This design comes from an exercise in tuning for small area and a short achievable clock period on the open sky130 flow, not from production work. In this exercise RTL edits were held to simulation tests only and were not proved equivalent to the original. Power is estimated from default activity; no workload was simulated.

run 1:
==> flow/design.v (excerpt) <==
module AHB_Mul(
    input HCLK,
    input HRESETn,
    input [31:0]M_AHB_0_haddr,
    input [2:0]M_AHB_0_hburst,
    input M_AHB_0_hmastlock,
    input [3:0]M_AHB_0_hprot,
    output reg [31:0]M_AHB_0_hrdata,
    output M_AHB_0_hready,
    output M_AHB_0_hresp,
    input [2:0]M_AHB_0_hsize,
    input [1:0]M_AHB_0_htrans,
    input [31:0]M_AHB_0_hwdata,
    input M_AHB_0_hwrite,
    output[3:0] led
    );
Size: roughly 2,500 cells after synthesis, about 120 I/O pins.
export LEC_CHECK = 0
export ABC_AREA = 1
export CAP_MARGIN = 5
export CORE_MARGIN = 2
export CORE_UTILIZATION = 40
export CTS_CLUSTER_DIAMETER = 100
export CTS_CLUSTER_SIZE = 30
export PLACE_DENSITY = 0.6
export SETUP_SLACK_MARGIN = 4.5
export SLEW_MARGIN = 5
create_clock -name core_clock -period 10.0 [get_ports {HCLK}]
standard.sh (not shown) runs the stock make flow with config.mk's settings and CLKGATE_MAP_FILE= SYNTH_SCRIPT=/design/flow/synth_recipe.tcl, a recipe that flattens the netlist after the stock synthesis.
==> flow/flow/run.sh <==
#!/bin/bash
# Own layout flow: the standard synthesis and layout, with two changes:
#  - after synthesis, fixfa.py removes the inverters that Yosys's full-adder
#    extraction leaves between adder cells (each adder may be swapped for its
#    complemented form, fa(~a,~b,~c) = ~fa(a,b,c));
#  - the port buffers are buf_1 cells instead of the slow delay buffers that
#    buffer_ports picks by default.
# Each tool's full output goes to a log file of its own in this folder.
set -euo pipefail
R=orfs/results/sky130hd/AHB_Mul/base
bash standard.sh synth > synth.log 2>&1
cp $R/1_2_yosys.v yosys_orig.v
python3 flow/fixfa.py yosys_orig.v $R/1_2_yosys.v > fixfa.log 2>&1
rm -f $R/1_synth.odb $R/1_synth.sdc
bash standard.sh BUFFER_PORTS_ARGS="-buffer_cell sky130_fd_sc_hd__buf_1" finish > finish.log 2>&1
Other scripts of this flow, unchanged in this note and not shown: flow/flow/fixfa.py
Having completed the whole flow, run 1 delivered a layout that passed the timing, design-rule and antenna checks.
Inputs modified between run 1 and run 2:
- changing SLEW_MARGIN from 5 to 20
- changing CAP_MARGIN from 5 to 20
--- a/flow/flow/run.sh
+++ b/flow/flow/run.sh
@@ -6 +6 @@
-#  - the port buffers are buf_1 cells instead of the slow delay buffers that
+#  - the port buffers are buf_2 cells instead of the slow delay buffers that
@@ -15 +15 @@
-bash standard.sh BUFFER_PORTS_ARGS="-buffer_cell sky130_fd_sc_hd__buf_1" finish > finish.log 2>&1
+bash standard.sh BUFFER_PORTS_ARGS="-buffer_cell sky130_fd_sc_hd__buf_2" finish > finish.log 2>&1
--- outcome ---
There was hardly any difference in overall die area between run 2 and run 1.
Diff run 1 -> run 2 | met3 wire length | up by a few percent
Run 1 and run 2 ended up with nearly the same via density per instance.
In run 2 the cell-internal power turned out 2.4% higher than in run 1.
In the tables for run 1 and run 2, total track usage reads lower with run 2.
Delta (run 2 minus run 1): sequential share of cell area increased 0.17 points; global-route wire length before repair dropped 1.1%.
--- input diff run 2..run 3 ---
- swapping 4.5 for 4.6 in SETUP_SLACK_MARGIN
--- a/flow/flow/run.sh
+++ b/flow/flow/run.sh
@@ -6 +6 @@
-#  - the port buffers are buf_2 cells instead of the slow delay buffers that
+#  - the port buffers are buf_1 cells instead of the slow delay buffers that
@@ -15 +15 @@
-bash standard.sh BUFFER_PORTS_ARGS="-buffer_cell sky130_fd_sc_hd__buf_2" finish > finish.log 2>&1
+bash standard.sh BUFFER_PORTS_ARGS="-buffer_cell sky130_fd_sc_hd__buf_1" finish > finish.log 2>&1
[summary]
Setup slack in run 3 is larger than in run 2. End point of the critical path = M_AHB_0_hrdata[28]: run 3; end point of the critical path = M_AHB_0_hrdata[30]: run 2. Of run 3 and run 2, the run reporting the lower finished layout cell area was run 2. Summary of the comparison: combinational power is higher in run 3, relative to run 2.
Relative to run 3, the following input files were edited for run 4:
- changing CTS_CLUSTER_SIZE from 30 to 25
- changing CTS_CLUSTER_DIAMETER from 100 to 80
- changing SETUP_SLACK_MARGIN from 4.6 to 4.5
Findings:
Run 4 went all the way through synthesis, placement and routing and the layout is clean on timing, DRC and antenna.
The run showing the greater fraction of the cycle the final worst path needs is run 4.
Number of endpoints failing setup at the final stage came out exactly the same in run 3 and run 4.
Run 4 — combined global-route utilization of all metal layers 0.31 points lower, run 3 as reference
As of run 4, cell area had fallen by a few percent compared to run 3.
Non-clock inverter total of the final layout in run 4 is 0.83% below run 3.
Compared with run 3, run 4 shows number of gates on the worst path with buffers counted higher by 2.
Summary of run 4 over run 3: count of inserted antenna diode cells saw an increase; number of buffers outside the clock class in the layout went down 38; worst setup slack shows a reduction of 0.23 ns; area growth from synthesis to layout went down by 3.2 points.
> inputs changed (run 4 -> run 5)
- changing CTS_CLUSTER_DIAMETER from 80 to 100
- changing CTS_CLUSTER_SIZE from 25 to 30
[summary]
Run 5 ran to completion and came out clean on the timing, design-rule and antenna checks. Summary of run 5 over run 4: transition time at the pin with the least slew margin now sits higher, worst hold-check slack picked up an extra 0.0047 ns, critical path depth lower. Taking run 4 as the reference, in run 5 number of iterations in the first detailed-routing pass shows a reduction of 3, combinational group share of total power +0.5 points, clock skew has decreased. Diff run 4 -> run 5 | fraction of area in multi-input gates | increase of 0.20 points. The startpoint of the worst setup timing path comes out addr_q[2] in one run and p_s[26] in the other, namely in run 5 and run 4 respectively. Run 5 vs. run 4: final cell count now sits lower; number of vias in the routed layout now sits lower.

build 86:
AHB_Mul, a different RTL version from the one above (not shown whole).
Size in the first run: roughly 2500 cells after synthesis, about 120 I/O pins.
export LEC_CHECK = 0
export ABC_AREA = 1
export CAP_MARGIN = 20
export CORE_MARGIN = 2
export CORE_UTILIZATION = 50
export CTS_CLUSTER_DIAMETER = 100
export CTS_CLUSTER_SIZE = 30
export PLACE_DENSITY = 0.7
export SETUP_SLACK_MARGIN = 4.5
export SLEW_MARGIN = 20
create_clock -name core_clock -period 10.0 [get_ports {HCLK}]
==> flow/flow/run.sh <==
#!/bin/bash
# Own layout flow: the standard synthesis and layout, with two changes:
#  - after synthesis, fixfa.py removes the inverters that Yosys's full-adder
#    extraction leaves between adder cells (each adder may be swapped for its
#    complemented form, fa(~a,~b,~c) = ~fa(a,b,c));
#  - the port buffers are buf_4 cells instead of the slow delay buffers that
#    buffer_ports picks by default.
# Each tool's full output goes to a log file of its own in this folder.
set -euo pipefail
R=orfs/results/sky130hd/AHB_Mul/base
bash standard.sh synth > synth.log 2>&1
cp $R/1_2_yosys.v yosys_orig.v
python3 flow/fixfa.py yosys_orig.v $R/1_2_yosys.v > fixfa.log 2>&1
rm -f $R/1_synth.odb $R/1_synth.sdc
bash standard.sh BUFFER_PORTS_ARGS="-buffer_cell sky130_fd_sc_hd__buf_4" finish > finish.log 2>&1
Other scripts of this flow, unchanged in this note and not shown: flow/flow/fixfa.py
Having completed the whole flow, build 86 delivered a layout that passed the timing, design-rule and antenna checks.
> inputs changed (build 86 -> build 94)
- swapping 50 for 40 in CORE_UTILIZATION
- swapping 4.5 for 4.7 in SETUP_SLACK_MARGIN
- swapping 0.7 for 0.6 in PLACE_DENSITY
Results
Build 94: no failed stages, no open violations at the end
Build 86 → build 94: register-to-register setup slack climbed 0.09 ns, insertion delay of the later-clocked pin in the worst-skew pair climbed 0.03 ns, global-route usage dropped 6.4 points, relative contribution of the clock network to total power climbed 1.5 points.
Of the two candidates, build 86 has the better cell area and build 94 the worse one.
Compared with build 86, the detailed router inserted fewer vias in build 94.
The via count of the first global-routing pass in build 94 was lower than what build 86 gave.
Against build 86, build 94 comes in about 4% higher on combinational power.
Between build 94 and build 86, it is build 94 whose detailed-route wire length is higher, by about 1.5%.
Build 94 vs build 86 on worst setup slack: build 94 is the higher one.
## Diff of input files: build 31 against build 94
- SETUP_SLACK_MARGIN now 4.5, was 4.7
==> comparison <==
- Build 31 ended up with sky130_fd_sc_hd__o22ai_2 as its cell type of the slowest stage on the worst timing path; build 94 ended up with sky130_fd_sc_hd__fa_1.
- Summary — portion of total power attributed to combinational logic, build 31 relative to build 94: lower, by 1.4 points.
- Between build 31 and build 94, the wire length of the first global-routing pass figures differ only marginally.
- A critical path startpoint of p_s[8] is what build 31 shows, while M_AHB_0_hwdata[3] belongs to build 94.
- Non-clock buffer count ends up lower on build 31.
Setup changes, build 31 to build 85
diff --git a/flow/flow/run.sh b/flow/flow/run.sh
--- a/flow/flow/run.sh
+++ b/flow/flow/run.sh
@@ -4,5 +4,5 @@
 #    extraction leaves between adder cells (each adder may be swapped for its
 #    complemented form, fa(~a,~b,~c) = ~fa(a,b,c));
-#  - the port buffers are buf_4 cells instead of the slow delay buffers that
+#  - the port buffers are buf_2 cells instead of the slow delay buffers that
 #    buffer_ports picks by default.
 # Each tool's full output goes to a log file of its own in this folder.
@@ -13,3 +13,3 @@
 python3 flow/fixfa.py yosys_orig.v $R/1_2_yosys.v > fixfa.log 2>&1
 rm -f $R/1_synth.odb $R/1_synth.sdc
-bash standard.sh BUFFER_PORTS_ARGS="-buffer_cell sky130_fd_sc_hd__buf_4" finish > finish.log 2>&1
+bash standard.sh BUFFER_PORTS_ARGS="-buffer_cell sky130_fd_sc_hd__buf_2" finish > finish.log 2>&1
### Flow results
- Both conditions hold for build 85: the flow ran to the end and the final layout passed the timing, design-rule and antenna checks.
- Sort build 31 and build 85 by placed cell area, descending, and build 31 comes first.
- Maximum frequency went up slightly going from build 31 to build 85.
- Sum of internal, switching and leakage power on build 85 is behind build 31.
- Termination of the worst setup path: M_AHB_0_hrdata[7] -> build 85, M_AHB_0_hrdata[17] -> build 31
- Compared with build 31, in build 85 internal power went up; width of the die did not really move.
- Build 85 vs build 31 on initial antenna violation count: build 85 is the higher one.

-- what the ideal ports hide --
The flow's constraints put no driver on any port. The routed layouts listed below were extracted and timed again, unchanged, in two steps. Step 1, drivers: a clkbuf_16 drives HCLK and a buf_2 each remaining input, both assumed. Step 2 also shifts input and output timing later by t, the mid clock arrival at the registers, as if the neighbouring blocks saw the same clock. Slacks: ideal ports / drivers / drivers and shift; pairs: ideal ports / drivers.
| run | t, ns | setup slack, ns | worst hold slack (ns) | worst data-port slew with drivers (ns) |
|---|---|---|---|---|
| run 1 | 0.629 | 4.455 / 4.394 / 3.962 | 0.550 / 0.550 / 0.550 | 0.09 |
| run 2 | 0.627 | 4.418 / 4.355 / 3.835 | 0.550 / 0.550 / 0.550 | 0.08 |
| run 3 | 0.615 | 4.615 / 4.555 / 4.058 | 0.545 / 0.545 / 0.545 | 0.10 |
| run 4 | 0.646 | 4.389 / 4.325 / 3.835 | 0.548 / 0.548 / 0.548 | 0.09 |
| run 5 | 0.629 | 4.533 / 4.471 / 3.935 | 0.553 / 0.553 / 0.553 | 0.08 |
| build 86 | 0.613 | 4.484 / 4.454 / 3.859 | 0.516 / 0.516 / 0.516 | 0.11 |
| build 94 | 0.630 | 4.621 / 4.659 / 4.029 | 0.549 / 0.549 / 0.549 | 0.15 |
| build 31 | 0.623 | 4.462 / 4.401 / 3.884 | 0.513 / 0.513 / 0.513 | 0.11 |
| build 85 | 0.637 | 4.513 / 4.452 / 3.957 | 0.511 / 0.511 / 0.511 | 0.10 |
After both steps every run listed still meets setup and hold. The setup slack of build 86, which loses most, moves by -0.030 ns with the drivers and by -0.625 ns with both steps.
